Background: an optimization exercise with open tools, aiming at small area and a short achievable clock period. Do not read the settings as production practice.
Where RTL was checked, it was by simulation tests only, not by an equivalence proof against the original.
Function not checked in runs 8 and 9: the RTL went through the layout flow alone.

===== flow/config.mk =====
export PLATFORM = sky130hd
export DESIGN_NAME = cordic_sqrt_pipelined
export DESIGN_NICKNAME = cordic_sqrt_pipelined
export VERILOG_FILES = /design/flow/design.v
export SDC_FILE = /design/flow/constraint.sdc
export NUM_CORES = 4
export LEC_CHECK = 0
export ABC_AREA = 1
export CAP_MARGIN = 20
export CORE_MARGIN = 2
export CORE_UTILIZATION = 55
export SETUP_SLACK_MARGIN = 4.6
export SLEW_MARGIN = 20

===== flow/constraint.sdc =====
create_clock -name core_clock -period 7.3 [get_ports {clk}]
set_input_delay 1.4600 -clock core_clock [delete_from_list [all_inputs] [get_ports {clk}]]
set_output_delay 1.4600 -clock core_clock [all_outputs]
set_load 0.01 [all_outputs]

===== flow/design.v =====
`timescale 1ns/1ps
module bk_add #(parameter W = 18) (
    input  wire [W-1:0] a,
    input  wire [W-1:0] b,
    input  wire         ci,
    output wire [W-1:0] s
);
    reg [W-1:0] p, G, P;
    integer l, j;
    always @* begin
        p = a ^ b;
        G = a & b;
        P = p;
        G[0] = G[0] | (p[0] & ci);
        for (l = 1; (1 << l) <= 2 * W; l = l + 1)
            for (j = (1 << l) - 1; j < W; j = j + (1 << l)) begin
                G[j] = G[j] | (P[j] & G[j - (1 << (l - 1))]);
                P[j] = P[j] & P[j - (1 << (l - 1))];
            end
        for (l = 6; l > 0; l = l - 1)
            for (j = (1 << l) + (1 << (l - 1)) - 1; j < W; j = j + (1 << l)) begin
                G[j] = G[j] | (P[j] & G[j - (1 << (l - 1))]);
                P[j] = P[j] & P[j - (1 << (l - 1))];
            end
    end
    assign s = p ^ {G[W-2:0], ci};
endmodule
module cordic_sqrt_pipelined(
    input  wire clk,
    input  wire rst_n,
    input  wire start,
    input  wire signed [17:0] x_in,
    input  wire signed [17:0] y_in,
    output reg  signed [17:0] sqrt_out,
    output reg  done
);
    localparam N = 12;
    localparam LAT = N + 5;    
    reg signed [17:0] xr [0:N];
    reg signed [17:0] yr [0:N-1];
    always @(posedge clk) begin
        xr[0] <= x_in[17] ? -x_in : x_in;
        yr[0] <= y_in[17] ? -y_in : y_in;
    end
    genvar i;
    generate
        for (i = 0; i < N; i = i + 1) begin : st
            wire signed [17:0] x = xr[i];
            wire signed [17:0] y = yr[i];
            wire neg = y[17];
            wire signed [17:0] ys = y >>> i;
            wire signed [17:0] xs = x >>> i;
            wire [17:0] xn, yn;
            bk_add #(18) ax (.a(x), .b(ys ^ {18{neg}}), .ci(neg), .s(xn));
            always @(posedge clk) xr[i+1] <= xn;
            if (i < N - 1) begin : yu
                bk_add #(18) ay (.a(y), .b(xs ^ {18{~neg}}), .ci(~neg), .s(yn));
                always @(posedge clk) yr[i+1] <= yn;
            end
        end
    endgenerate
    wire signed [17:0] raw = xr[N];
    wire [17:0] o1 = raw >>> 1;
    wire [17:0] o2 = raw >>> 3;
    wire [17:0] o3 = ~(raw >>> 6);
    wire [17:0] o4 = ~(raw >>> 9);
    wire [17:0] c1s = o1 ^ o2 ^ o3;
    wire [17:0] c1c = (o1 & o2) | (o1 & o3) | (o2 & o3);
    wire [17:0] r2b = {c1c[16:0], 1'b0};
    wire [17:0] c2s = c1s ^ r2b ^ o4;
    wire [17:0] c2c = (c1s & r2b) | (c1s & o4) | (r2b & o4);
    reg  [17:0] ps_r, pc_r;
    always @(posedge clk) begin
        ps_r <= c2s;
        pc_r <= {c2c[16:0], 1'b1};
    end
    wire [17:0] s_w;
    bk_add #(18) as_ (.a(ps_r), .b(pc_r), .ci(1'b1), .s(s_w));
    reg  [17:0] s_r;
    wire [17:0] m_w;
    bk_add #(18) am (.a(s_r), .b(~{{12{s_r[17]}}, s_r[17:12]}), .ci(1'b1), .s(m_w));
    reg  [17:0] m_r;
    wire [17:0] f_w;
    bk_add #(18) af (.a(m_r), .b(~{{9{m_r[17]}}, m_r[17:9]}), .ci(1'b1), .s(f_w));
    always @(posedge clk) begin
        s_r <= s_w;
        m_r <= m_w;
        sqrt_out <= f_w;
    end
    reg [LAT-2:0] vld;
    always @(posedge clk or negedge rst_n) begin
        if (!rst_n) begin
            vld <= 0;
            done <= 1'b0;
        end else begin
            vld <= {vld[LAT-3:0], start};
            done <= vld[LAT-2];
        end
    end
endmodule

===== flow/flow/run.sh =====
#!/bin/bash
# Standard layout, except that the port buffers are buf_2 cells rather than
# the delay cells buffer_ports picks by default. Output goes to standard.log.
export BUFFER_PORTS_ARGS="-buffer_cell sky130_fd_sc_hd__buf_2"
bash standard.sh "BUFFER_PORTS_ARGS=$BUFFER_PORTS_ARGS" finish > standard.log 2>&1

===== flow/standard.sh =====
#!/bin/bash
# synth_recipe.tcl (not shown) runs the flow's synth.tcl, then flattens the netlist and writes it again
# the make line also repeats each setting of config.mk as NAME=value (left out here)
make -C /OpenROAD-flow-scripts/flow DESIGN_CONFIG=/design/flow/config.mk WORK_HOME=/design/flow/orfs CLKGATE_MAP_FILE= SYNTH_SCRIPT=/design/flow/synth_recipe.tcl "${@:-finish}"

==> results of run 1 <==
-- Yosys cell counts (all sizes together), types with 2 or more instances --
cell and instances:
o21ai 34, a31o 21, mux2i 16, clkbuf 7, and3 3, o31ai 11, a21o 45, xor2 304
nand3 72, a21oi 117, ha 357, dfxtp 526, or2 6, o211ai 10, buf 30, a21boi 12
nor2 77, a211oi 8, o22ai 2, fa 215, xnor2 212, nor3 20, a31oi 25, dfrtp 17
nand4 22, a22oi 2, nand2 276, inv 455, nand3b 4
-- metal layers --
metal  part of all wire (%)  GRT usage [%]  up-vias
met5                      0              0        -
met4                    3.2          8.030        0
met3                    2.4          2.904      130
met2                     53          41.05      205
met1                     41          24.61     9334
li1                       -              -     9535
-- logic make-up after synthesis --
| group | Yosys count | share of synthesized area [%] |
|---|---|---|
| adders and majority gates | 572 | 29.01 |
| AOI/OAI and AO/OA | 289 | 6.022 |
| DFF | 543 | 36.24 |
| xor gates and xnor gates | 516 | 14.95 |
| muxes | 17 | 0.5670 |
| and+or+nand+nor | 483 | 6.982 |
| buffers and inverters | 492 | 6.233 |
-- final timing paths --
path | from | end | cells after the start
max | yr[6][17] | yr[7][13] | 12
min | ps_r[0] | s_r[0] | 0
max reg2reg | yr[6][17] | yr[7][13] | 12
min reg2reg | ps_r[0] | s_r[0] | 0
max in group asynchronous | rst_n | vld[8] | 1
min in group asynchronous | rst_n | vld[15] | 1
-- registers in the layout, summed over array words and instances, names as in the netlist --
signal / cells
done: 1
sqrt_out: 18
yr: 205
m_r: 18
vld: 16
s_r: 18
xr: 232
pc_r: 17
ps_r: 18
-- stage by stage --
stage | cell area [um^2] | utilization [%] | hold slack, ns
floorplan | 30230 | - | 0.3096
global placement | 31250 | 57.73 | 0.3201
detailed placement | 31250 | 57.73 | 0.3243
CTS | 33690 | 62.23 | 0.3445
global route | 34800 | 64.29 | 0.3552
finish | 34800 | 64.29 | 0.3378
-- area by class of cell --
class | instances | area, um^2 | share of cell area (%)
clock buffer | 79 | 1649 | 4.738
multi-input combinational | 1877 | 18050 | 51.85
inverter | 455 | 1717 | 4.932
timing repair buffer | 138 | 1142 | 3.282
tap | 696 | 870.8 | 2.502
clock inverter | 24 | 372.9 | 1.071
sequential | 543 | 11010 | 31.62
-- timing repair --
item                                    4_1_cts  5_1_grt
cloned                                        2        3
endpoints found under the setup margin      179      115
buffers inserted                             17       54
pin swaps                                     7       29
resized for setup                            54      158
-- worst max-delay path, stage by stage, from the launching register on --
cell	delay [ns]
dfxtp_4	0.36
buf_12	0.15
buf_4	0.13
xnor2_1	0.12
ha_1	0.33
a21o_1	0.18
a21boi_0	0.16
nand2_1	0.11
nand2_1	0.07
o211ai_1	0.15
buf_4	0.19
fa_1	0.39
xor2_1	0.15
==> impl_metrics.py, run 1 <==
metrics = {
    "run_status": {
        "outcome": "timing/DRC/antenna clean",
    },
    "placement": {
        "dp.cells": 3633,
        "post-dp-hpwl_um": 46590,
        "place_congestion": 0.7999,
        "io_buffers": 57,
        "dp_slack_ns": 3.820,
    },
    "final_layout": {
        "nets": 3683,
        "layout_commonest_cell": "dfxtp_1",
        "drive_gt1_share_pct": 14.15,
        "stdcell_count": 3812,
        "area_growth_pct": 15.12,
        "final.fill_count": 4428,
        "mostFrequentLayoutCells": "dfxtp_1 (506), inv_1 (431), ha_1 (353)",
        "diodes": 0,
    },
    "synthesis": {
        "syn_avg_cell_area_um2": 10.38,
        "async_flop_share_pct": 3.131,
        "synth_cell_type_count": 46,
        "synth_edf_count": 0,
        "ys_seq_elements": 543,
        "synth_warnings": 4,
        "synth_cells": 2912,
        "synth_area_mm2": 0.03023,
        "yosysTopAreaCell": "dfxtp_1",
        "synthFlopType": "dfxtp_1",
        "ys_seq_area_share_pct": 36.24,
        "synthTopCellsByArea": "dfxtp_1 (35%), ha_1 (15%), fa_1 (14%)",
        "yosysTopAreaCellShare_pct": 34.83,
        "syn_nets": 3523,
    },
    "cts": {
        "clk_latency_ns": 0.63,
        "clockRootBuffer": "clkbuf_16",
        "cts_tree": "done",
        "clk_pin_slew_ns": 0.06,
        "clockBufferDepth": 3,
        "cts_max_level": 2,
        "cts_buffers": 57,
        "cts_hold_buf": 0,
        "cts.sinks": 543,
    },
    "routing": {
        "route.vias.total": 19204,
        "wl_per_cell_um": 15.79,
        "routed_via_density": 5.038,
        "drtPass1Iterations": 5,
        "route.detailed.drc": 0,
        "finalWirelength_um": 60180,
        "drtAntennaViolNets": 0,
        "initialDrtViolationCount": 528,
    },
    "sta": {
        "worst_slack_ns": 4.669,
        "max_freq_mhz": 380.0,
        "slew-limit-headroom_pct": 61.81,
        "slew_viol_final": 0,
        "clock_skew_ns": 0.02539,
        "worst-slew-pin-transition_ns": 0.5721,
        "setup-tns-final_ns": 0,
        "fin_crit_sh_pct": 36.05,
        "rsz0062_at_grt": "true",
        "fin_crit_ns": 2.631,
        "final_hold_viol_count": 0,
        "setup_viol": 0,
    },
    "global_routing": {
        "grt_start_max_net_pins": 28,
        "grt_antenna_before_repair": 0,
        "grt_pass1_wl_um": 98750,
        "grt_usage_pct": 21.65,
        "overflow": 0,
        "grt_pass1_vias": 20289,
    },
    "worst_setup_path": {
        "path_max_fanout": 12,
        "cp_data_required_time_ns": 7.80,
        "cp.arrival_ns": 3.13,
        "criticalPathCategory": "flip-flop to flip-flop",
        "cp-end-kind": "flip-flop",
        "crit_path_start_kind": "flip-flop",
        "reg2reg_slack_ns": 4.67,
    },
    "floorplanning": {
        "dieArea_mm2": 0.05686,
        "die-width_um": 238.5,
        "std_cell_rows": 85,
        "coreArea_mm2": 0.05413,
        "start_util_pct": 55.85,
        "floorplan.die.height_um": 238.5,
        "io_pins": 58,
    },
    "hold_path": {
        "hold_class": "flip-flop to flip-flop",
    },
    "job": {
        "max_cap_viol_count": 0,
    },
}
==> run 2: changes to the inputs <==
--- a/flow/config.mk
+++ b/flow/config.mk
@@ -8,6 +8,6 @@
 export ABC_AREA = 1
 export CAP_MARGIN = 20
 export CORE_MARGIN = 2
-export CORE_UTILIZATION = 55
+export CORE_UTILIZATION = 40
 export SETUP_SLACK_MARGIN = 4.6
 export SLEW_MARGIN = 20
==> impl_metrics.py, run 2 <==
metrics = {
    "global_routing": {
        "grt_usage_pct": 14.16,
        "grt_pass1_wl_um": 90610,
        "grt_antenna_before_repair": 0,
        "overflow": 0,
        "grt_pass1_vias": 18963,
        "grt_start_max_net_pins": 28,
    },
    "sta": {
        "setup-tns-final_ns": 0,
        "slew-limit-headroom_pct": 61.35,
        "max_freq_mhz": 372.7,
        "final_hold_viol_count": 0,
        "slew_viol_final": 0,
        "setup_viol": 0,
        "clock_skew_ns": 0.01839,
        "worst-slew-pin-transition_ns": 0.5789,
        "fin_crit_ns": 2.683,
        "rsz0062_at_grt": "true",
        "fin_crit_sh_pct": 36.76,
    },
    "final_layout": {
        "layout_commonest_cell": "dfxtp_1",
        "area_growth_pct": 16.16,
        "final_area_mm2": 0.03512,
        "diodes": 0,
        "mostFrequentLayoutCells": "dfxtp_1 (505), inv_1 (435), ha_1 (357)",
        "final.fill_count": 6914,
        "drive_gt1_share_pct": 13.84,
        "top_register": "xr",
        "nets": 3680,
        "largest_reg_flops": 232,
        "top_regs": "xr x232, yr x205",
    },
    "placement": {
        "io_buffers": 57,
        "post_dp_cell_area_mm2": 0.03162,
        "post-dp-hpwl_um": 42340,
        "place_congestion": 0.8162,
    },
    "synthesis": {
        "async_flop_share_pct": 3.131,
        "syn_nets": 3523,
        "syn_avg_cell_area_um2": 10.38,
        "synth_cells": 2912,
        "ys_seq_area_share_pct": 36.24,
        "synth_cell_type_count": 46,
        "yosysTopAreaCellShare_pct": 34.83,
        "synthTopCellsByArea": "dfxtp_1 (35%), ha_1 (15%), fa_1 (14%)",
        "synth_edf_count": 0,
        "synth_warnings": 4,
        "ys_seq_elements": 543,
        "synth_common_cells": "dfxtp_1 (526), inv_1 (452), ha_1 (357)",
        "synthFlopType": "dfxtp_1",
        "yosysTopAreaCell": "dfxtp_1",
        "yosysMostFrequentCell": "dfxtp_1",
        "synth_area_mm2": 0.03023,
    },
    "routing": {
        "route.vias.total": 18433,
        "drtPass1Iterations": 5,
        "finalWirelength_um": 54970,
        "drtAntennaViolNets": 0,
        "wl_per_cell_um": 13.46,
        "route.detailed.drc": 0,
        "routed_via_density": 4.513,
        "initialDrtViolationCount": 550,
    },
    "cts": {
        "cts_max_level": 2,
        "cts_tree": "done",
        "cts.sinks": 543,
        "clk_pin_slew_ns": 0.06,
        "clockBufferDepth": 3,
        "cts_buffers": 61,
        "cts_hold_buf": 0,
        "clockRootBuffer": "clkbuf_16",
        "clk_latency_ns": 0.61,
    },
    "run_status": {
        "outcome": "timing/DRC/antenna clean",
    },
    "floorplanning": {
        "floorplan.die.height_um": 278.9,
        "die-width_um": 278.9,
        "dieArea_mm2": 0.07780,
        "std_cell_rows": 100,
        "io_pins": 58,
        "start_util_pct": 40.47,
        "coreArea_mm2": 0.07470,
    },
    "worst_setup_path": {
        "cp_cell_sequence": "buf_12, buf_4, xnor2_2, ha_1, nand2_1, inv_1, a21boi_1, nand2_2, nand2_1, o211ai_1, buf_4, buf_4, fa_1, xor2_1",
        "cp.arrival_ns": 3.17,
        "path_max_fanout": 6,
        "cp_data_required_time_ns": 7.79,
        "slowest_stage": "fa_1",
        "crit_top_cell": "buf_4",
        "cp-end-kind": "flip-flop",
        "criticalPathCategory": "flip-flop to flip-flop",
        "cpPeakStageDelay_ns": 0.39,
        "crit_path_start_kind": "flip-flop",
    },
    "hold_path": {
        "hold_class": "flip-flop to flip-flop",
    },
    "job": {
        "max_cap_viol_count": 0,
    },
}
[run 2: cell types whose count changed in the layout (fill, tap and decap cells not counted), sizes merged]
cell and delta:
clkbuf +7, bufinv -6, bufbuf +2, inv +1, clkinv +5, buf -12
clkinvlp +2
[run 2: stage by stage]
stage	hold WS [ns]	worst slack, ns	utilization, %	std cells
2_1_floorplan	0.3096	4.631	-	2912
3_3_place_gp	0.3139	3.904	42.33	3909
3_5_place_dp	0.3171	3.880	42.33	3909
4_1_cts	0.3297	4.513	45.61	4032
5_1_grt	0.3317	4.446	47.01	4084
6_report	0.3274	4.617	47.01	4084
[run 2: cell families (layout without fill, tap and decap cells)]
family                     after synthesis  in the layout  synth area share [%]
adders and majority gates              572            572                 29.01
xor gates and xnor gates               516            516                 14.95
AOI/OAI and AO/OA                      289            289                 6.022
and+or+nand+nor                        483            483                 6.982
buffers and inverters                  492            695                 6.233
DFF                                    543            543                 36.24
muxes                                   17             17                0.5670
[run 2: per-layer routing]
layer / vias to the layer above / global-route usage, % / routed length, um
met5: - / 0 / 0
met4: 0 / 4.839 / 1732
li1: 9550 / - / -
met2: 160 / 26.88 / 29030
met1: 8627 / 16.10 / 22950
met3: 96 / 2.000 / 1262
[run 2: final cells by class]
class / instances / area [um^2] / share of cell area, %
multi-input combinational: 1877 / 18010 / 51.30
clock buffer: 83 / 1760 / 5.013
inverter: 455 / 1718 / 4.892
timing repair buffer: 131 / 1152 / 3.281
tap: 969 / 1212 / 3.452
clock inverter: 26 / 254.0 / 0.7233
sequential: 543 / 11010 / 31.34
[run 2: timing repair]
action	CTS	global route
gates resized for setup	66	137
setup endpoints to repair	164	100
setup buffers	11	46
cloned	3	6
pin swaps	6	27
[run 2: final timing paths]
kind | start | endpoint | slack (ns) | cells past startpoint
worst max-delay path | yr[6][17] | yr[7][13] | 4.62 | 14
worst min register to register | ps_r[0] | s_r[0] | 0.33 | 0
worst min-delay path | ps_r[0] | s_r[0] | 0.33 | 0
worst max register to register | yr[6][17] | yr[7][13] | 4.62 | 14
max in group asynchronous | rst_n | vld[4] | 6.28 | 1
min in group asynchronous | rst_n | done | 0.75 | 1
[run 2: worst max-delay path, delay by kind of cell, from the launching register on]
kind / cells / cell delay (ns)
xor+xnor: 2 / 0.35
buf+inv: 5 / 0.63
simple gates: 3 / 0.28
fa+ha+maj: 2 / 0.65
compound gates: 2 / 0.27
flops: 1 / 0.37
==> run 3: changes to the inputs <==
--- a/flow/config.mk
+++ b/flow/config.mk
@@ -9,5 +9,6 @@
 export CAP_MARGIN = 20
 export CORE_MARGIN = 2
 export CORE_UTILIZATION = 40
+export CTS_BUF_LIST = sky130_fd_sc_hd__clkbuf_8
 export SETUP_SLACK_MARGIN = 4.6
 export SLEW_MARGIN = 20
==> impl_metrics.py, run 3 <==
metrics = {
    "routing": {
        "route.vias.total": 18885,
        "initialDrtViolationCount": 522,
        "routed_via_density": 4.513,
        "wl_per_cell_um": 13.36,
        "route.detailed.drc": 0,
        "drtPass1Iterations": 6,
        "drtAntennaViolNets": 0,
        "finalWirelength_um": 55910,
    },
    "floorplanning": {
        "die-width_um": 278.9,
        "floorplan.die.height_um": 278.9,
        "io_pins": 58,
        "coreArea_mm2": 0.07470,
        "dieArea_mm2": 0.07780,
        "std_cell_rows": 100,
        "start_util_pct": 40.47,
    },
    "sta": {
        "fin_crit_ns": 2.670,
        "setup-tns-final_ns": 0,
        "final_hold_viol_count": 0,
        "clock_skew_ns": 0.05269,
        "max_freq_mhz": 374.6,
        "hold_slack_ns": 0.3058,
        "worst_slack_ns": 4.630,
        "slew_viol_final": 0,
        "worst-slew-pin-transition_ns": 0.5815,
        "slew-limit-headroom_pct": 61.18,
        "rsz0062_at_grt": "true",
        "setup_viol": 0,
        "fin_crit_sh_pct": 36.57,
    },
    "worst_setup_path": {
        "criticalPathCategory": "flip-flop to flip-flop",
        "path_max_fanout": 5,
        "crit_path_start_kind": "flip-flop",
        "cp-end-kind": "flip-flop",
        "cp.arrival_ns": 3.27,
        "cp_data_required_time_ns": 7.90,
    },
    "synthesis": {
        "yosysTopAreaCellShare_pct": 34.83,
        "synthTopCellsByArea": "dfxtp_1 (35%), ha_1 (15%), fa_1 (14%)",
        "synthFlopType": "dfxtp_1",
        "syn_avg_cell_area_um2": 10.38,
        "syn_nets": 3523,
        "ys_seq_area_share_pct": 36.24,
        "synth_warnings": 4,
        "yosysTopAreaCell": "dfxtp_1",
        "yosysMostFrequentCell": "dfxtp_1",
        "synth_area_mm2": 0.03023,
        "synth_cells": 2912,
        "async_flop_share_pct": 3.131,
        "synth_edf_count": 0,
        "ys_seq_elements": 543,
        "synth_cell_type_count": 46,
        "synth_common_cells": "dfxtp_1 (526), inv_1 (452), ha_1 (357)",
    },
    "placement": {
        "io_buffers": 57,
        "place_congestion": 0.8162,
        "dp.cells": 3909,
        "post-dp-hpwl_um": 42340,
        "dp_slack_ns": 3.880,
        "post_dp_cell_area_mm2": 0.03162,
    },
    "final_layout": {
        "area_growth_pct": 18.05,
        "drive_gt1_share_pct": 17.70,
        "largest_reg_flops": 232,
        "final_area_mm2": 0.03569,
        "top_register": "xr",
        "top_regs": "xr x232, yr x205",
        "layout_commonest_cell": "dfxtp_1",
        "mostFrequentLayoutCells": "dfxtp_1 (500), inv_1 (458), ha_1 (351)",
        "nets": 3754,
        "final.fill_count": 6899,
        "stdcell_count": 4185,
        "final_util_pct": 47.78,
    },
    "global_routing": {
        "grtUsageMet3_pct": 2.761,
        "overflow": 0,
        "grt_antenna_before_repair": 1,
        "grt_pass1_wl_um": 91960,
        "grt_pass1_vias": 19433,
        "use_met1_pct": 15.98,
        "grt_usage_pct": 14.47,
        "use_met2_pct": 26.93,
        "gr-max-usage-layer": "met2",
        "grt_start_max_net_pins": 28,
    },
    "cts": {
        "clk_pin_slew_ns": 0.07,
        "cts_buffers": 95,
        "cts.sinks": 543,
        "clk_latency_ns": 0.72,
        "clockRootBuffer": "clkbuf_8",
        "cts_tree": "done",
        "cts_max_level": 3,
        "clockBufferDepth": 3,
    },
    "hold_path": {
        "hold_class": "flip-flop to flip-flop",
    },
    "job": {
        "max_cap_viol_count": 0,
    },
    "run_status": {
        "outcome": "timing/DRC/antenna clean",
    },
}
## run 3: timing repair
item	in CTS	in global routing
buffers inserted	11	87
gates cloned	4	4
hold buffers	0	0
resized for setup	76	206
pin swaps	13	58
endpoints found under the setup margin	162	104
## run 3: layout make-up
type,instances,area (um^2),area share (%)
multi-input combinational,1877,18320,51.33
sequential,543,11020,30.87
inverter,455,1718,4.814
clock buffer,115,1583,4.435
timing repair buffer,171,1443,4.042
tap,969,1212,3.397
clock inverter,54,397.9,1.115
antenna,1,2.502,0.007012
## run 3: cell families (layout without fill, tap and decap cells)
| kind of cell | after synthesis | count (layout) | synth area share [%] |
|---|---|---|---|
| adders and majority gates | 572 | 572 | 29.01 |
| buffers and inverters | 492 | 795 | 6.233 |
| xor gates and xnor gates | 516 | 516 | 14.95 |
| and+or+nand+nor | 483 | 483 | 6.982 |
| AOI/OAI and AO/OA | 289 | 289 | 6.022 |
| muxes | 17 | 17 | 0.5670 |
| DFF | 543 | 543 | 36.24 |
| other | 0 | 1 | 0 |
## run 3: worst max-delay path, stage by stage (launching register included)
cell      delay [ns]
dfxtp_4         0.38
buf_12          0.14
buf_4           0.13
xor2_2          0.18
ha_4            0.28
a21oi_2         0.13
a21boi_2        0.17
nand2_2         0.09
nand2_2         0.06
o211ai_1        0.15
buf_4           0.18
buf_4           0.13
fa_2            0.37
xor2_1          0.15
## run 3: final timing paths
check                          start         to  slack (ns)  depth (start not counted)
min in group asynchronous      rst_n       done        0.65                          1
setup reg to reg           yr[0][17]  xr[1][13]        4.63                         13
hold / removal                vld[7]     vld[8]        0.31                          0
max in group asynchronous      rst_n     vld[3]        6.34                          1
hold reg to reg               vld[7]     vld[8]        0.31                          0
setup / recovery           yr[0][17]  xr[1][13]        4.63                         13
## run 3: layer usage
layer	vias to the layer above	part of all wire, %
li1	9715	-
met1	8837	41
met2	204	52
met5	-	0
met3	129	2.8
met4	0	3.5
==> run 4: changes to the inputs <==
--- a/flow/config.mk
+++ b/flow/config.mk
@@ -9,6 +9,7 @@
 export CAP_MARGIN = 20
 export CORE_MARGIN = 2
 export CORE_UTILIZATION = 40
-export CTS_BUF_LIST = sky130_fd_sc_hd__clkbuf_8
+export CTS_CLUSTER_DIAMETER = 100
+export CTS_CLUSTER_SIZE = 24
 export SETUP_SLACK_MARGIN = 4.6
 export SLEW_MARGIN = 20
==> impl_metrics.py, run 4 <==
metrics = {
    "final_layout": {
        "final_util_pct": 45.76,
        "diodes": 0,
        "nets": 3666,
        "drive_gt1_share_pct": 13.01,
        "top_register": "xr",
        "mostFrequentLayoutCells": "dfxtp_1 (505), inv_1 (434), ha_1 (356)",
        "layout_commonest_cell": "dfxtp_1",
        "largest_reg_flops": 232,
        "top_regs": "xr x232, yr x205",
        "area_growth_pct": 13.07,
    },
    "synthesis": {
        "synthTopCellsByArea": "dfxtp_1 (35%), ha_1 (15%), fa_1 (14%)",
        "yosysTopAreaCellShare_pct": 34.83,
        "synth_area_mm2": 0.03023,
        "synthFlopType": "dfxtp_1",
        "synth_cell_type_count": 46,
        "yosysTopAreaCell": "dfxtp_1",
        "syn_avg_cell_area_um2": 10.38,
        "ys_seq_elements": 543,
        "yosysMostFrequentCell": "dfxtp_1",
        "synth_cells": 2912,
        "synth_common_cells": "dfxtp_1 (526), inv_1 (452), ha_1 (357)",
        "synth_edf_count": 0,
        "synth_warnings": 4,
        "ys_seq_area_share_pct": 36.24,
        "async_flop_share_pct": 3.131,
        "syn_nets": 3523,
    },
    "sta": {
        "fin_crit_sh_pct": 36.57,
        "worst-slew-pin-transition_ns": 0.5753,
        "slew-limit-headroom_pct": 61.59,
        "slew_viol_final": 0,
        "setup-tns-final_ns": 0,
        "setup_viol": 0,
        "fin_crit_ns": 2.670,
        "rsz0062_at_grt": "true",
        "clock_skew_ns": 0.02287,
        "max_freq_mhz": 374.5,
        "final_hold_viol_count": 0,
        "hold_slack_ns": 0.3374,
    },
    "worst_setup_path": {
        "r2r-end": "yr[5][13]",
        "reg2reg_slack_ns": 4.63,
        "cp-end-kind": "flip-flop",
        "worstRegToRegCells": 12,
        "criticalPathCategory": "flip-flop to flip-flop",
        "reg2reg_from": "yr[4][17]",
        "startpoint": "yr[4][17]",
        "crit_path_start_kind": "flip-flop",
        "cp_data_required_time_ns": 7.79,
        "endpoint": "yr[5][13]",
        "path_max_fanout": 7,
        "cp.arrival_ns": 3.16,
    },
    "run_status": {
        "outcome": "timing/DRC/antenna clean",
    },
    "floorplanning": {
        "floorplan.die.height_um": 278.9,
        "std_cell_rows": 100,
        "start_util_pct": 40.47,
        "die-width_um": 278.9,
        "io_pins": 58,
        "coreArea_mm2": 0.07470,
        "dieArea_mm2": 0.07780,
    },
    "routing": {
        "initialDrtViolationCount": 563,
        "wl_per_cell_um": 13.31,
        "route.detailed.drc": 0,
        "finalWirelength_um": 53730,
        "drtPass1Iterations": 4,
        "routed_via_density": 4.519,
        "drtAntennaViolNets": 0,
        "route.vias.total": 18242,
    },
    "placement": {
        "place_congestion": 0.8162,
        "io_buffers": 57,
        "post-dp-hpwl_um": 42340,
    },
    "cts": {
        "cts_buffers": 30,
        "clk_pin_slew_ns": 0.09,
        "cts_tree": "done",
        "clockBufferDepth": 3,
        "clockRootBuffer": "clkbuf_16",
        "clk_latency_ns": 0.61,
        "cts_max_level": 1,
        "cts.sinks": 543,
    },
    "job": {
        "max_cap_viol_count": 0,
    },
    "hold_path": {
        "hold_class": "flip-flop to flip-flop",
        "min_from": "ps_r[0]",
        "holdPathStages": 0,
    },
    "global_routing": {
        "overflow": 0,
        "grt_pass1_vias": 18611,
        "grt_usage_pct": 13.83,
        "grt_pass1_wl_um": 89110,
        "grt_antenna_before_repair": 0,
        "grt_start_max_net_pins": 28,
    },
}
[run 4: cell counts after synthesis]
Identical to the previous run, type by type.
[run 4: logic make-up after synthesis]
logic type	after synthesis	synth area share (%)
compound gates	289	6.022
simple gates	483	6.982
xor+xnor	516	14.95
buf+inv	492	6.233
mux	17	0.5670
flops	543	36.24
fa+ha+maj	572	29.01
[run 4: stage by stage]
step / instances / cell area [um^2] / setup slack, ns
after floorplan: 2912 / 30230 / 4.631
after global placement: 3909 / 31620 / 3.904
after detailed placement: 3909 / 31620 / 3.880
after CTS: 3976 / 33040 / 4.515
after global routing: 4037 / 34180 / 4.486
final: 4037 / 34180 / 4.630
[run 4: per-layer routing]
layer,part of all wire (%),track usage (%),up-vias
met2,53,26.80,124
met4,3.3,4.163,0
met5,0,0,-
met1,42,15.86,8548
li1,-,-,9489
met3,1.6,1.381,81
[run 4: cell type report]
type	count	area, um^2
Tap cell	969	1212
Multi-Input combinational cell	1877	18050
Sequential cell	543	11010
Clock buffer	33	793.3
Inverter	455	1714
Fill cell	7007	40510
Timing Repair Buffer	148	1257
Clock inverter	12	148.9
[run 4: critical path, cell delays in order (launching register included)]
cell and delay [ns]:
dfxtp_4 0.39, buf_12 0.15, xnor2_2 0.13, ha_1 0.34, a21o_1 0.22, a21boi_1 0.17
nand2_1 0.10, nand2_1 0.07, o211ai_1 0.18, buf_4 0.20, buf_6 0.10, fa_2 0.34
xor2_1 0.16
[run 4: worst min-delay path by stage]
stage               slack [ns]  endpoint
floorplan                 0.31    s_r[0]
global placement          0.31    s_r[0]
detailed placement        0.32    s_r[0]
CTS                       0.35    s_r[0]
global route              0.34    s_r[0]
finish                    0.34    s_r[0]
[run 4: repair_timing]
item                                    CTS  global route
hold buffers                              0             0
cloned                                    3             6
endpoints found under the setup margin  169           101
pin swaps                                 8            58
buffers inserted                         19            55
resized for setup                        68           149
==> run 5: changes to the inputs <==
--- a/flow/config.mk
+++ b/flow/config.mk
@@ -9,7 +9,5 @@
 export CAP_MARGIN = 20
 export CORE_MARGIN = 2
 export CORE_UTILIZATION = 40
-export CTS_CLUSTER_DIAMETER = 100
-export CTS_CLUSTER_SIZE = 24
-export SETUP_SLACK_MARGIN = 4.6
+export SETUP_SLACK_MARGIN = 4.3
 export SLEW_MARGIN = 20
==> impl_metrics.py, run 5 <==
metrics = {
    "run_status": {
        "outcome": "timing/DRC/antenna clean",
    },
    "worst_setup_path": {
        "crit_top_cell": "nand2_1",
        "criticalPathCategory": "flip-flop to flip-flop",
        "cpPeakStageDelay_ns": 0.43,
        "worstRegToRegCells": 13,
        "cp.arrival_ns": 3.31,
        "cp-end-kind": "flip-flop",
        "r2r-end": "yr[6][15]",
        "slowest_stage": "fa_1",
        "cp_cell_sequence": "buf_6, xor2_1, fa_1, inv_1, nand3_1, nand2_1, nand2_1, nand2_1, inv_1, o21ai_2, a31oi_1, fa_1, xnor2_1",
        "crit_path_start_kind": "flip-flop",
        "path_max_fanout": 25,
        "reg2reg_from": "yr[5][17]",
        "reg2reg_slack_ns": 4.50,
        "cp_data_required_time_ns": 7.81,
    },
    "sta": {
        "setup_viol": 0,
        "setup-tns-final_ns": 0,
        "slew_viol_final": 0,
        "slew-limit-headroom_pct": 61.61,
        "worst-slew-pin-transition_ns": 0.5751,
        "max_freq_mhz": 357.5,
        "fin_crit_ns": 2.797,
        "final_hold_viol_count": 0,
        "rsz0062_at_grt": "false",
        "hold_slack_ns": 0.3270,
        "fin_crit_sh_pct": 38.32,
        "clock_skew_ns": 0.02054,
    },
    "routing": {
        "routed_via_density": 4.489,
        "wl_per_cell_um": 12.90,
        "drtAntennaViolNets": 0,
        "drtPass1Iterations": 5,
        "finalWirelength_um": 51920,
        "route.detailed.drc": 0,
        "initialDrtViolationCount": 510,
        "route.vias.total": 18071,
    },
    "hold_path": {
        "min_from": "ps_r[0]",
        "holdPathStages": 0,
        "min_to": "s_r[0]",
        "hold_class": "flip-flop to flip-flop",
    },
    "global_routing": {
        "overflow": 0,
        "grt_pass1_wl_um": 89570,
        "gr-max-usage-layer": "met2",
        "grt_antenna_before_repair": 0,
        "grt_start_max_net_pins": 35,
        "use_met2_pct": 26.41,
        "grtUsageMet3_pct": 2.017,
        "grt_usage_pct": 13.96,
        "grt_pass1_vias": 18805,
        "use_met1_pct": 15.93,
    },
    "floorplanning": {
        "die-width_um": 278.9,
        "io_pins": 58,
        "dieArea_mm2": 0.07780,
        "std_cell_rows": 100,
        "floorplan.die.height_um": 278.9,
        "start_util_pct": 40.47,
        "coreArea_mm2": 0.07470,
    },
    "synthesis": {
        "syn_avg_cell_area_um2": 10.38,
        "ys_seq_elements": 543,
        "yosysTopAreaCellShare_pct": 34.83,
        "async_flop_share_pct": 3.131,
        "synth_area_mm2": 0.03023,
        "yosysTopAreaCell": "dfxtp_1",
        "ys_seq_area_share_pct": 36.24,
        "synth_edf_count": 0,
        "synth_cell_type_count": 46,
        "synth_cells": 2912,
        "synth_warnings": 4,
        "syn_nets": 3523,
        "yosysMostFrequentCell": "dfxtp_1",
        "synthFlopType": "dfxtp_1",
        "synthTopCellsByArea": "dfxtp_1 (35%), ha_1 (15%), fa_1 (14%)",
        "synth_common_cells": "dfxtp_1 (526), inv_1 (452), ha_1 (357)",
    },
    "placement": {
        "place_congestion": 0.8162,
        "io_buffers": 57,
        "post-dp-hpwl_um": 42340,
    },
    "final_layout": {
        "area_growth_pct": 11.98,
        "diodes": 0,
        "nets": 3622,
        "mostFrequentLayoutCells": "dfxtp_1 (519), inv_1 (448), ha_1 (357)",
        "final.fill_count": 7035,
        "top_register": "xr",
        "layout_commonest_cell": "dfxtp_1",
        "largest_reg_flops": 232,
        "top_regs": "xr x232, yr x205",
        "drive_gt1_share_pct": 8.178,
    },
    "cts": {
        "clk_latency_ns": 0.61,
        "clockRootBuffer": "clkbuf_16",
        "cts_hold_buf": 0,
        "clockBufferDepth": 3,
        "cts.sinks": 543,
        "cts_buffers": 61,
        "cts_max_level": 2,
        "clk_pin_slew_ns": 0.06,
        "cts_tree": "done",
    },
    "job": {
        "max_cap_viol_count": 0,
    },
}
-- run 5: changes by cell type in the layout (fill, tap and decap cells not counted), sizes merged --
cell	change
inv	-1
clkinvlp	+2
bufinv	+2
clkbuf	+44
clkinv	+11
bufbuf	-2
buf	-67
-- run 5: cells by family after synthesis --
group,share of synthesized area [%]
xor gates and xnor gates,14.95
and+or+nand+nor,6.982
AOI/OAI and AO/OA,6.022
DFF,36.24
buffers and inverters,6.233
adders and majority gates,29.01
muxes,0.5670
-- run 5: repair_timing --
item	in CTS	in global routing
endpoints found under the hold margin	0	0
pin swaps	1	2
setup buffers	1	6
resized for setup	14	27
endpoints found under the setup margin	64	63
gates cloned	0	1
-- run 5: metal layers --
layer	wire length (um)	part of all wire, %
met5	0	0
met1	22160	43
met3	1279	2.5
met2	26830	52
met4	1652	3.2
-- run 5: stage by stage --
| stage | instances | cell area [um^2] | util, % | setup WS, ns |
|---|---|---|---|---|
| finish | 4026 | 33860 | 45.32 | 4.503 |
| global route | 4026 | 33860 | 45.32 | 4.308 |
| CTS | 4019 | 33680 | 45.09 | 4.310 |
| detailed placement | 3909 | 31620 | 42.33 | 3.880 |
| global placement | 3909 | 31620 | 42.33 | 3.904 |
| floorplan | 2912 | 30230 | - | 4.631 |
-- run 5: critical path, delay by kind of cell (launching register included) --
| family | cells | cell delay [ns] |
|---|---|---|
| adders and majority gates | 2 | 0.83 |
| buffers and inverters | 3 | 0.46 |
| AOI/OAI and AO/OA | 2 | 0.42 |
| and+or+nand+nor | 4 | 0.37 |
| DFF | 1 | 0.32 |
| xor gates and xnor gates | 2 | 0.26 |
-- run 5: how the worst max path moves through the flow --
stage | cells past startpoint | slack (ns) | endpoint | start
detailed placement | 10 | 3.88 | yr[10][17] | yr[9][17]
global route | 12 | 4.31 | m_r[14] | s_r[17]
finish | 13 | 4.50 | yr[6][15] | yr[5][17]
CTS | 10 | 4.31 | yr[9][17] | yr[8][17]
floorplan | 11 | 4.63 | yr[10][15] | yr[9][17]
global placement | 10 | 3.90 | yr[10][14] | yr[9][17]
-- run 5: area by class of cell --
type	instances	area, um^2	share of cell area [%]
clock buffer	83	1760	5.200
clock inverter	26	254.0	0.7502
inverter	455	1712	5.056
multi-input combinational	1877	17470	51.59
sequential	543	10980	32.42
tap	969	1212	3.581
timing repair buffer	73	474.2	1.401
==> run 6: changes to the inputs <==
--- a/flow/config.mk
+++ b/flow/config.mk
@@ -9,5 +9,5 @@
 export CAP_MARGIN = 20
 export CORE_MARGIN = 2
 export CORE_UTILIZATION = 40
-export SETUP_SLACK_MARGIN = 4.3
+export SETUP_SLACK_MARGIN = 4.75
 export SLEW_MARGIN = 20
==> impl_metrics.py, run 6 <==
metrics = {
    "run_status": {
        "outcome": "timing/DRC/antenna clean",
    },
    "sta": {
        "worst-slew-pin-transition_ns": 0.5797,
        "slew_viol_final": 0,
        "rsz0062_at_grt": "true",
        "fin_crit_ns": 2.626,
        "setup_viol": 0,
        "setup-tns-final_ns": 0,
        "clock_skew_ns": 0.02542,
        "fin_crit_sh_pct": 35.97,
        "max_freq_mhz": 380.8,
        "hold_slack_ns": 0.3273,
        "worst_slack_ns": 4.674,
        "final_hold_viol_count": 0,
        "slew-limit-headroom_pct": 61.30,
    },
    "final_layout": {
        "largest_reg_flops": 232,
        "top_regs": "xr x232, yr x205",
        "nets": 3792,
        "layout_commonest_cell": "dfxtp_1",
        "area_growth_pct": 25.46,
        "top_register": "xr",
        "diodes": 0,
        "drive_gt1_share_pct": 25.33,
        "mostFrequentLayoutCells": "dfxtp_1 (499), inv_1 (404), ha_1 (329)",
    },
    "routing": {
        "wl_per_cell_um": 14.13,
        "finalWirelength_um": 59330,
        "route.vias.total": 19277,
        "drtPass1Iterations": 5,
        "route.detailed.drc": 0,
        "routed_via_density": 4.591,
        "drtAntennaViolNets": 0,
        "initialDrtViolationCount": 581,
    },
    "placement": {
        "dp_slack_ns": 4.018,
        "place_congestion": 0.8360,
        "io_buffers": 57,
        "post-dp-hpwl_um": 42730,
    },
    "floorplanning": {
        "floorplan.die.height_um": 278.9,
        "coreArea_mm2": 0.07470,
        "dieArea_mm2": 0.07780,
        "die-width_um": 278.9,
        "start_util_pct": 40.47,
        "std_cell_rows": 100,
        "io_pins": 58,
    },
    "cts": {
        "clk_pin_slew_ns": 0.06,
        "cts_max_level": 2,
        "clk_latency_ns": 0.63,
        "clockRootBuffer": "clkbuf_16",
        "cts.sinks": 543,
        "clockBufferDepth": 3,
        "cts_buffers": 59,
        "cts_tree": "done",
    },
    "synthesis": {
        "async_flop_share_pct": 3.131,
        "yosysTopAreaCellShare_pct": 34.83,
        "syn_nets": 3523,
        "synth_cells": 2912,
        "yosysMostFrequentCell": "dfxtp_1",
        "synth_edf_count": 0,
        "synth_warnings": 4,
        "ys_seq_area_share_pct": 36.24,
        "synthFlopType": "dfxtp_1",
        "synthTopCellsByArea": "dfxtp_1 (35%), ha_1 (15%), fa_1 (14%)",
        "synth_common_cells": "dfxtp_1 (526), inv_1 (452), ha_1 (357)",
        "synth_area_mm2": 0.03023,
        "yosysTopAreaCell": "dfxtp_1",
        "syn_avg_cell_area_um2": 10.38,
        "synth_cell_type_count": 46,
        "ys_seq_elements": 543,
    },
    "worst_setup_path": {
        "criticalPathCategory": "flip-flop to flip-flop",
        "cp-end-kind": "flip-flop",
        "cp_data_required_time_ns": 7.84,
        "cp_cell_sequence": "buf_6, buf_12, buf_12, xnor2_4, ha_4, nand3_2, nand2_2, nand2_2, nand2_2, inv_4, o21ai_4, a211oi_2, fa_2, inv_1",
        "reg2reg_slack_ns": 4.67,
        "cp.arrival_ns": 3.16,
        "crit_top_cell": "nand2_2",
        "crit_path_start_kind": "flip-flop",
        "path_max_fanout": 7,
        "slowest_stage": "fa_2",
        "cpPeakStageDelay_ns": 0.54,
    },
    "global_routing": {
        "grt_pass1_wl_um": 94300,
        "grt_pass1_vias": 19588,
        "grtUsageMet3_pct": 2.226,
        "overflow": 0,
        "grt_usage_pct": 14.72,
        "use_met1_pct": 17.10,
        "grt_start_max_net_pins": 28,
        "grt_antenna_before_repair": 0,
        "use_met2_pct": 27.59,
        "gr-max-usage-layer": "met2",
    },
    "hold_path": {
        "hold_class": "flip-flop to flip-flop",
    },
    "job": {
        "max_cap_viol_count": 0,
    },
}
[run 6: through the flow]
stage | util (%) | instance area [um^2] | instances
global placement | 42.38 | 31650 | 3907
CTS | 46.79 | 34950 | 4077
detailed placement | 42.38 | 31650 | 3907
floorplan | - | 30360 | 2912
global route | 50.78 | 37930 | 4199
finish | 50.78 | 37930 | 4199
[run 6: final timing paths]
path / start / depth (start not counted) / to
hold / removal: ps_r[0] / 0 / s_r[0]
setup reg to reg: yr[0][17] / 14 / yr[1][16]
min in group asynchronous: rst_n / 1 / done
setup / recovery: yr[0][17] / 14 / yr[1][16]
hold reg to reg: ps_r[0] / 0 / s_r[0]
max in group asynchronous: rst_n / 1 / vld[3]
[run 6: cell families (layout without fill, tap and decap cells)]
family	after synthesis	in the layout	share of synthesized area, %
adder cells (fa/ha/maj)	572	572	29.01
flip-flops	543	543	36.24
XOR/XNOR	516	516	14.95
buffers and inverters	492	810	6.233
AND/OR/NAND/NOR	483	483	6.982
AO/OA/AOI/OAI	289	289	6.022
multiplexers	17	17	0.5670
[run 6: layer usage]
metal	part of all wire, %	up-vias
met2	53	163
li1	-	9789
met1	42	9210
met4	2.8	0
met5	0	-
met3	2.4	115
[run 6: worst max-delay path, delay by kind of cell, from the launching register on]
kind            cells  cell delay, ns
fa+ha+maj           2            0.83
xor+xnor            1            0.14
buf+inv             5            0.48
compound gates      2            0.37
simple gates        4            0.31
flops               1            0.40
[run 6: layout make-up]
| type | count | area [um^2] |
|---|---|---|
| fillers | 6555 | 36770 |
| flip-flops and latches | 543 | 11020 |
| inverters | 455 | 1765 |
| clock buffers | 77 | 1665 |
| repair buffers | 245 | 2268 |
| clock inverters | 33 | 375.4 |
| multi-input cells | 1877 | 19620 |
| well taps | 969 | 1212 |
[run 6: what timing repair did]
item                       4_1_cts  5_1_grt
hold buffers                     0        0
pin swaps                       45      160
gates resized for setup        156      416
buffers inserted                53      116
hold endpoints to repair         0        0
cloned                           7        6
setup endpoints to repair      237      166
==> run 7: changes to the inputs <==
--- a/flow/config.mk
+++ b/flow/config.mk
@@ -8,6 +8,9 @@
 export ABC_AREA = 1
 export CAP_MARGIN = 20
 export CORE_MARGIN = 2
-export CORE_UTILIZATION = 40
-export SETUP_SLACK_MARGIN = 4.75
+export CORE_UTILIZATION = 60
+export CTS_CLUSTER_DIAMETER = 100
+export CTS_CLUSTER_SIZE = 24
+export SETUP_SLACK_MARGIN = 4.5
 export SLEW_MARGIN = 20
+export TNS_END_PERCENT = 0
==> impl_metrics.py, run 7 <==
metrics = {
    "run_status": {
        "outcome": "timing/DRC/antenna clean",
    },
    "final_layout": {
        "diodes": 0,
        "final_area_mm2": 0.03243,
        "top_register": "xr",
        "top_regs": "xr x232, yr x205",
        "stdcell_count": 3672,
        "layout_commonest_cell": "dfxtp_1",
        "final.fill_count": 4121,
        "drive_gt1_share_pct": 7.067,
        "largest_reg_flops": 232,
        "nets": 3605,
        "area_growth_pct": 7.271,
        "mostFrequentLayoutCells": "dfxtp_1 (517), inv_1 (446), ha_1 (357)",
    },
    "synthesis": {
        "ys_seq_area_share_pct": 36.24,
        "synth_edf_count": 0,
        "synth_warnings": 4,
        "synth_cells": 2912,
        "synthFlopType": "dfxtp_1",
        "synth_area_mm2": 0.03023,
        "syn_avg_cell_area_um2": 10.38,
        "yosysMostFrequentCell": "dfxtp_1",
        "ys_seq_elements": 543,
        "syn_nets": 3523,
        "async_flop_share_pct": 3.131,
        "synth_cell_type_count": 46,
        "yosysTopAreaCell": "dfxtp_1",
        "synthTopCellsByArea": "dfxtp_1 (35%), ha_1 (15%), fa_1 (14%)",
        "yosysTopAreaCellShare_pct": 34.83,
        "synth_common_cells": "dfxtp_1 (526), inv_1 (452), ha_1 (357)",
    },
    "job": {
        "max_cap_viol_count": 0,
    },
    "placement": {
        "dp.cells": 3609,
        "dp_slack_ns": 3.928,
        "place_congestion": 0.8398,
        "io_buffers": 57,
        "post-dp-hpwl_um": 45600,
        "post_dp_cell_area_mm2": 0.03122,
    },
    "cts": {
        "clk_pin_slew_ns": 0.09,
        "clockRootBuffer": "clkbuf_16",
        "cts.sinks": 543,
        "clockBufferDepth": 3,
        "cts_hold_buf": 0,
        "cts_buffers": 27,
        "cts_max_level": 1,
        "clk_latency_ns": 0.59,
        "cts_tree": "done",
    },
    "global_routing": {
        "grt_antenna_before_repair": 0,
        "grt_pass1_wl_um": 93910,
        "overflow": 0,
        "grt_pass1_vias": 19438,
        "grt_usage_pct": 21.94,
        "grt_start_max_net_pins": 34,
    },
    "sta": {
        "fin_crit_sh_pct": 37.27,
        "setup-tns-final_ns": 0,
        "fin_crit_ns": 2.721,
        "setup_viol": 0,
        "clock_skew_ns": 0.01721,
        "worst-slew-pin-transition_ns": 0.5371,
        "worst_slack_ns": 4.579,
        "final_hold_viol_count": 0,
        "max_freq_mhz": 367.6,
        "rsz0062_at_grt": "true",
        "slew-limit-headroom_pct": 64.14,
        "hold_slack_ns": 0.3403,
        "slew_viol_final": 0,
    },
    "worst_setup_path": {
        "reg2reg_from": "yr[4][17]",
        "criticalPathCategory": "flip-flop to flip-flop",
        "cp_data_required_time_ns": 7.76,
        "cp-end-kind": "flip-flop",
        "path_delay_family": "adder cells",
        "cp_cell_sequence": "buf_12, nand2_1, o21ai_0, fa_1, inv_1, nand3_1, nand2_2, nand2_1, nand2_1, nand2_1, o211ai_1, a31oi_1, fa_1, xnor2_2",
        "crit_top_cell": "nand2_1",
        "slowest_stage": "fa_1",
        "startpoint": "yr[4][17]",
        "cpPeakStageDelay_ns": 0.45,
        "path_max_fanout": 27,
        "cp.arrival_ns": 3.18,
        "critPathBufInv": 2,
        "crit_path_start_kind": "flip-flop",
    },
    "floorplanning": {
        "io_pins": 58,
        "coreArea_mm2": 0.04997,
        "std_cell_rows": 82,
        "start_util_pct": 60.51,
        "die-width_um": 228.5,
        "floorplan.die.height_um": 228.5,
        "dieArea_mm2": 0.05220,
    },
    "routing": {
        "finalWirelength_um": 56000,
        "wl_per_cell_um": 15.25,
        "drtPass1Iterations": 4,
        "route.vias.total": 18426,
        "drtAntennaViolNets": 0,
        "routed_via_density": 5.018,
        "initialDrtViolationCount": 612,
        "route.detailed.drc": 0,
    },
    "hold_path": {
        "hold_class": "flip-flop to flip-flop",
        "min_from": "ps_r[0]",
    },
}
run 7: cell counts after synthesis:
No cell type changed its count.
run 7: stage by stage:
step,util [%]
floorplan,-
global placement,62.49
detailed placement,62.49
CTS,64.08
global route,64.91
finish,64.91
run 7: logic make-up after synthesis:
group           after synthesis  synth area share [%]
mux                          17                0.5670
buf+inv                     492                 6.233
xor+xnor                    516                 14.95
fa+ha+maj                   572                 29.01
flops                       543                 36.24
compound gates              289                 6.022
simple gates                483                 6.982
run 7: worst paths after layout:
check                           cells past startpoint  slack, ns        end
worst min register to register                      0       0.34     s_r[0]
worst max register to register                     14       4.58  yr[5][15]
worst min-delay path                                0       0.34     s_r[0]
max in group asynchronous                           1       6.27     vld[8]
min in group asynchronous                           1       0.78    vld[12]
worst max-delay path                               14       4.58  yr[5][15]
run 7: what timing repair did:
action,CTS,global route
gates cloned,0,1
setup endpoints to repair,132,131
resized for setup,12,48
pin swaps,0,4
buffers inserted,1,26
run 7: per-layer routing:
metal	vias to the layer above	track usage [%]	wire [um]
met1	8876	26.05	23870
met5	-	0	0
met4	0	5.270	1486
met2	106	42.36	29890
met3	80	1.996	756
li1	9364	-	-
run 7: cell type report:
| class | instances | area (um^2) | area share (%) |
|---|---|---|---|
| inverters | 455 | 1712 | 5.278 |
| flip-flops and latches | 543 | 10980 | 33.86 |
| multi-input cells | 1877 | 17500 | 53.97 |
| clock inverters | 4 | 37.54 | 0.1157 |
| clock buffers | 31 | 710.7 | 2.191 |
| repair buffers | 90 | 644.4 | 1.987 |
| well taps | 672 | 840.8 | 2.593 |
==> run 8: changes to the inputs <==
--- a/flow/design.v
+++ b/flow/design.v
@@ -35,7 +35,7 @@
     output reg  done
 );
     localparam N = 12;
-    localparam LAT = N + 5;    
+    localparam LAT = N + 4;    
     reg signed [17:0] xr [0:N];
     reg signed [17:0] yr [0:N-1];
     always @(posedge clk) begin
@@ -69,13 +69,8 @@
     wire [17:0] r2b = {c1c[16:0], 1'b0};
     wire [17:0] c2s = c1s ^ r2b ^ o4;
     wire [17:0] c2c = (c1s & r2b) | (c1s & o4) | (r2b & o4);
-    reg  [17:0] ps_r, pc_r;
-    always @(posedge clk) begin
-        ps_r <= c2s;
-        pc_r <= {c2c[16:0], 1'b1};
-    end
     wire [17:0] s_w;
-    bk_add #(18) as_ (.a(ps_r), .b(pc_r), .ci(1'b1), .s(s_w));
+    bk_add #(18) as_ (.a(c2s), .b({c2c[16:0], 1'b1}), .ci(1'b1), .s(s_w));
     reg  [17:0] s_r;
     wire [17:0] m_w;
     bk_add #(18) am (.a(s_r), .b(~{{12{s_r[17]}}, s_r[17:12]}), .ci(1'b1), .s(m_w));
==> flow/run.sh (new file) <==
#!/bin/bash
# synth_recipe.tcl (not shown) runs the flow's synth.tcl, then flattens the netlist and writes it again
# the make line also repeats each setting of config.mk as NAME=value (left out here)
make -C /OpenROAD-flow-scripts/flow DESIGN_CONFIG=/design/flow/config.mk WORK_HOME=/design/flow/orfs CLKGATE_MAP_FILE= SYNTH_SCRIPT=/design/flow/synth_recipe.tcl finish
==> flow/config.mk (replaced) <==
export PLATFORM = sky130hd
export DESIGN_NAME = cordic_sqrt_pipelined
export DESIGN_NICKNAME = cordic_sqrt_pipelined
export VERILOG_FILES = /design/flow/design.v
export SDC_FILE = /design/flow/constraint.sdc
export NUM_CORES = 4
export LEC_CHECK = 0
export CAP_MARGIN = 20
export CORE_MARGIN = 2
export CORE_UTILIZATION = 40
export SETUP_SLACK_MARGIN = 4.4
export SLEW_MARGIN = 20
removed: flow/flow/run.sh
removed: flow/standard.sh
==> impl_metrics.py, run 8 <==
metrics = {
    "run_status": {
        "outcome": "timing/DRC/antenna clean",
    },
    "synthesis": {
        "synth_area_mm2": 0.03024,
        "yosysTopAreaCellShare_pct": 32.50,
        "syn_nets": 3597,
        "synth_common_cells": "inv_1 (582), dfxtp_1 (491), ha_1 (357)",
        "synthTopCellsByArea": "dfxtp_1 (33%), ha_1 (15%), fa_1 (14%)",
        "synth_warnings": 4,
        "async_flop_share_pct": 3.156,
        "synth_edf_count": 0,
        "ys_seq_elements": 507,
        "syn_avg_cell_area_um2": 10.13,
        "synthFlopType": "dfxtp_1",
        "synth_cell_type_count": 54,
        "yosysMostFrequentCell": "inv_1",
        "yosysTopAreaCell": "dfxtp_1",
        "synth_cells": 2986,
        "ys_seq_area_share_pct": 33.82,
    },
    "sta": {
        "setup_viol": 0,
        "clock_skew_ns": 0.04329,
        "fin_crit_sh_pct": 50.10,
        "rsz0062_at_grt": "true",
        "fin_crit_ns": 3.657,
        "max_freq_mhz": 273.4,
        "slew-limit-headroom_pct": 50.43,
        "final_hold_viol_count": 0,
        "slew_viol_final": 0,
        "setup-tns-final_ns": 0,
        "worst-slew-pin-transition_ns": 0.7413,
    },
    "cts": {
        "cts_tree": "done",
        "clockRootBuffer": "clkbuf_16",
        "clk_latency_ns": 0.63,
        "clockBufferDepth": 3,
        "clk_pin_slew_ns": 0.06,
        "cts.sinks": 507,
        "cts_max_level": 2,
        "cts_buffers": 57,
    },
    "global_routing": {
        "grt_pass1_wl_um": 95480,
        "grt_antenna_before_repair": 0,
        "grt_pass1_vias": 19714,
        "grt_usage_pct": 14.97,
        "grt_start_max_net_pins": 34,
        "overflow": 0,
    },
    "final_layout": {
        "nets": 3718,
        "final_area_mm2": 0.03518,
        "diodes": 0,
        "final.fill_count": 6967,
        "top_register": "xr",
        "largest_reg_flops": 233,
        "area_growth_pct": 16.32,
        "layout_commonest_cell": "inv_1",
        "drive_gt1_share_pct": 9.639,
        "top_regs": "xr x233, yr x204",
        "mostFrequentLayoutCells": "inv_1 (573), dfxtp_1 (474), ha_1 (354)",
        "final_util_pct": 47.10,
    },
    "worst_setup_path": {
        "criticalPathCategory": "flip-flop to flip-flop",
        "worstRegToRegCells": 13,
        "r2r-end": "s_r[17]",
        "reg2reg_slack_ns": 3.64,
        "reg2reg_from": "xr[12][5]",
        "cp_data_required_time_ns": 7.81,
        "crit_path_start_kind": "flip-flop",
        "endpoint": "s_r[17]",
        "path_max_fanout": 2,
        "cp-end-kind": "flip-flop",
        "startpoint": "xr[12][5]",
        "cp.arrival_ns": 4.17,
    },
    "floorplanning": {
        "std_cell_rows": 100,
        "dieArea_mm2": 0.07782,
        "coreArea_mm2": 0.07470,
        "die-width_um": 279.0,
        "floorplan.die.height_um": 279.0,
        "start_util_pct": 40.49,
        "io_pins": 58,
    },
    "routing": {
        "drtPass1Iterations": 4,
        "route.detailed.drc": 0,
        "wl_per_cell_um": 13.77,
        "finalWirelength_um": 56790,
        "route.vias.total": 18770,
        "drtAntennaViolNets": 0,
        "initialDrtViolationCount": 558,
        "routed_via_density": 4.553,
    },
    "placement": {
        "post_dp_cell_area_mm2": 0.03201,
        "post-dp-hpwl_um": 44650,
        "io_buffers": 57,
        "place_congestion": 0.7989,
    },
    "hold_path": {
        "hold_class": "flip-flop to flip-flop",
    },
    "job": {
        "max_cap_viol_count": 0,
    },
}
-- run 8: critical path, cell delays in order (launching register included) --
cell,delay (ns)
dfxtp_2,0.32
inv_2,0.04
fa_1,0.48
fa_1,0.52
inv_1,0.05
ha_1,0.26
nor2b_4,0.12
o31a_1,0.29
o31a_1,0.27
a311oi_1,0.28
o21bai_1,0.15
a31o_2,0.26
fa_2,0.36
xor2_1,0.14
-- run 8: per-layer routing --
| layer | wire length [um] | vias to the layer above | global-route usage [%] | share of wire (%) |
|---|---|---|---|---|
| met2 | 28930 | 173 | 27.60 | 51 |
| met3 | 1620 | 95 | 2.376 | 2.9 |
| met4 | 1494 | 0 | 4.370 | 2.6 |
| li1 | - | 9683 | - | - |
| met1 | 24750 | 8819 | 17.81 | 44 |
| met5 | 0 | - | 0 | 0 |
-- run 8: worst min-delay path by stage --
stage / start / to / cells past startpoint
floorplan: vld[14] / done / 0
global placement: vld[2] / vld[3] / 0
detailed placement: vld[1] / vld[2] / 0
CTS: vld[12] / vld[13] / 0
global route: vld[12] / vld[13] / 0
finish: vld[12] / vld[13] / 0
-- run 8: logic make-up after synthesis --
group / after synthesis / share of synthesized area (%)
AOI/OAI and AO/OA: 379 / 7.856
xor gates and xnor gates: 519 / 15.03
adders and majority gates: 572 / 29.00
buffers and inverters: 621 / 7.757
DFF: 507 / 33.82
muxes: 15 / 0.5006
and+or+nand+nor: 373 / 6.032
-- run 8: final cells by class --
class,count,area [um^2],area share [%]
Tap cell,969,1212,3.446
Timing Repair Buffer,101,1057,3.005
Clock buffer,75,1584,4.503
Sequential cell,507,10260,29.17
Inverter,582,2187,6.217
Clock inverter,31,490.5,1.394
Multi-Input combinational cell,1858,18390,52.26
-- run 8: per-stage QoR --
step | cells | worst slack (ns) | hold WS, ns
floorplan | 2986 | 3.778 | 0.3312
global placement | 3980 | 3.565 | 0.3331
detailed placement | 3980 | 3.544 | 0.3372
CTS | 4104 | 3.679 | 0.3381
global route | 4123 | 3.514 | 0.3350
finish | 4123 | 3.643 | 0.3374
-- run 8: what timing repair did --
| item | 4_1_cts | 5_1_grt |
|---|---|---|
| hold endpoints to repair | 0 | 0 |
| endpoints found under the setup margin | 216 | 112 |
| buffers inserted | 17 | 17 |
| gates cloned | 1 | 2 |
| pin swaps | 19 | 41 |
| hold buffers | 0 | 0 |
| gates resized for setup | 99 | 120 |
==> run 9: changes to the inputs <==
--- a/flow/config.mk
+++ b/flow/config.mk
@@ -8,5 +8,5 @@
 export CAP_MARGIN = 20
 export CORE_MARGIN = 2
 export CORE_UTILIZATION = 40
-export SETUP_SLACK_MARGIN = 4.4
+export SETUP_SLACK_MARGIN = 4.8
 export SLEW_MARGIN = 20
==> impl_metrics.py, run 9 <==
metrics = {
    "routing": {
        "route.vias.total": 20299,
        "drtPass1Iterations": 4,
        "routed_via_density": 4.640,
        "finalWirelength_um": 64310,
    },
    "sta": {
        "final_hold_viol_count": 0,
        "clock_skew_ns": 0.02227,
        "worst-slew-pin-transition_ns": 0.9988,
        "hold_slack_ns": 0.3490,
        "slew_viol_final": 0,
        "rsz0062_at_grt": "true",
    },
    "floorplanning": {
        "io_pins": 58,
        "start_util_pct": 40.49,
        "dieArea_mm2": 0.07782,
    },
    "cts": {
        "cts_hold_buf": 0,
        "cts.sinks": 507,
        "cts_tree": "done",
        "clk_pin_slew_ns": 0.06,
        "clockRootBuffer": "clkbuf_16",
    },
    "final_layout": {
        "mostFrequentLayoutCells": "inv_1 (553), dfxtp_1 (455), ha_1 (302)",
        "nets": 3969,
        "top_register": "xr",
        "drive_gt1_share_pct": 31.15,
        "diodes": 0,
        "largest_reg_flops": 233,
        "stdcell_count": 4375,
    },
    "synthesis": {
        "ys_seq_area_share_pct": 33.82,
        "synth_cells": 2986,
        "synth_common_cells": "inv_1 (582), dfxtp_1 (491), ha_1 (357)",
        "ys_seq_elements": 507,
        "yosysTopAreaCellShare_pct": 32.50,
        "synth_edf_count": 0,
        "yosysTopAreaCell": "dfxtp_1",
    },
    "worst_setup_path": {
        "cp_cell_sequence": "inv_2, fa_1, fa_1, inv_1, ha_4, a211o_1, o31a_1, a311oi_2, o21bai_1, a31o_2, fa_2, xor2_1",
        "slowest_stage": "fa_1",
        "reg2reg_from": "xr[12][10]",
        "crit_path_start_kind": "flip-flop",
        "startpoint": "xr[12][10]",
        "path_max_fanout": 4,
    },
    "placement": {
        "post-dp-hpwl_um": 44350,
        "dp.cells": 3982,
        "io_buffers": 57,
    },
    "run_status": {
        "outcome": "timing/DRC/antenna clean",
    },
    "global_routing": {
        "grt_pass1_vias": 21279,
    },
}
[run 9: cell count changes in the layout (fill, tap and decap cells not counted), moves of 44 or more]
cell | previous run | this run
buf_4 | 27 | 188
fa_1 | 197 | 116
fa_2 | 18 | 99
xnor2_1 | 312 | 244
buf_6 | 6 | 68
ha_1 | 354 | 302
xnor2_2 | 4 | 56
a21oi_1 | 109 | 65
[run 9: what timing repair did]
item,CTS,global route
buffers inserted,170,100
pin swaps,266,272
gates cloned,14,1
setup endpoints to repair,319,266
gates resized for setup,600,373
[run 9: cells by family (layout without fill, tap and decap cells)]
family                   after synthesis  count (layout)  synth area share (%)
flip-flops                           507             507                 33.82
adder cells (fa/ha/maj)              572             572                 29.00
buffers and inverters                621            1040                 7.757
XOR/XNOR                             519             520                 15.03
AO/OA/AOI/OAI                        379             379                 7.856
AND/OR/NAND/NOR                      373             373                 6.032
multiplexers                          15              15                0.5006
[run 9: final cells by class]
cell class | instances | area, um^2
flip-flops and latches | 507 | 10310
inverters | 582 | 2193
well taps | 969 | 1212
repair buffers | 350 | 3520
fillers | 6285 | 33930
clock buffers | 68 | 1569
clock inverters | 40 | 457.9
multi-input cells | 1859 | 21510
[run 9: path summary, 6_finish.rpt]
| check | slack, ns | endpoint | cells after the start |
|---|---|---|---|
| min in group asynchronous | 1.26 | done | 1 |
| min reg2reg | 0.35 | vld[9] | 0 |
| max | 3.74 | s_r[17] | 12 |
| min | 0.35 | vld[9] | 0 |
| max reg2reg | 3.74 | s_r[17] | 12 |
| max in group asynchronous | 5.61 | vld[1] | 1 |
[run 9: critical path: cells and delay by family (launching register included)]
family,cells,cell delay (ns)
compound gates,5,1.23
xor+xnor,1,0.14
fa+ha+maj,4,1.55
buf+inv,2,0.16
flops,1,0.37
[run 9: per-stage QoR]
step,setup WS [ns],cell area [um^2],util [%]
floorplan,3.782,31150,-
global placement,3.511,32480,43.49
detailed placement,3.486,32480,43.49
CTS,3.630,38190,51.12
global route,3.614,40770,54.58
finish,3.739,40770,54.58
[run 9: routing by layer]
metal / GRT usage (%) / up-vias / part of all wire [%]
met3: 2.351 / 118 / 2.7
met1: 18.55 / 9772 / 41
met4: 5.018 / 0 / 2.8
met2: 31.01 / 190 / 54
met5: 0 / - / 0
li1: - / 10219 / -

## afterwards: timing with drivers on the ports
No port has a modelled driver above. Below, the same layouts with a new extraction and two added sets of constraints. Step 1, drivers: a clkbuf_16 drives clk and a buf_2 each remaining input, both assumed. Step 2 moves the port delays by t, midway between the first and last clock arrival at a register: inputs arrive t later, outputs are due t later. That takes back most of the time a late clock gives input paths. Three values: no drivers, after step 1, after step 2; two values: the first two.
run | t (ns) | slack for setup (ns) | pins driven straight from the clock port
run 1 | 0.675 | 4.669 / 4.669 / 4.343 | 1
run 2 | 0.670 | 4.617 / 4.617 / 4.380 | 1
run 3 | 0.758 | 4.630 / 4.582 / 4.386 | 1
run 4 | 0.662 | 4.630 / 4.630 / 4.391 | 1
run 5 | 0.667 | 4.503 / 4.503 / 4.381 | 1
run 6 | 0.681 | 4.674 / 4.670 / 4.408 | 1
run 7 | 0.637 | 4.579 / 4.579 / 4.359 | 1
run 8 | 0.671 | 3.643 / 3.643 / 3.643 | 1
run 9 | 0.656 | 3.739 / 3.739 / 3.739 | 1
After both steps setup and hold are still met in every run listed. For run 1, which loses most, drivers alone change the setup slack by 0.000 ns; drivers and shift together by -0.326 ns.
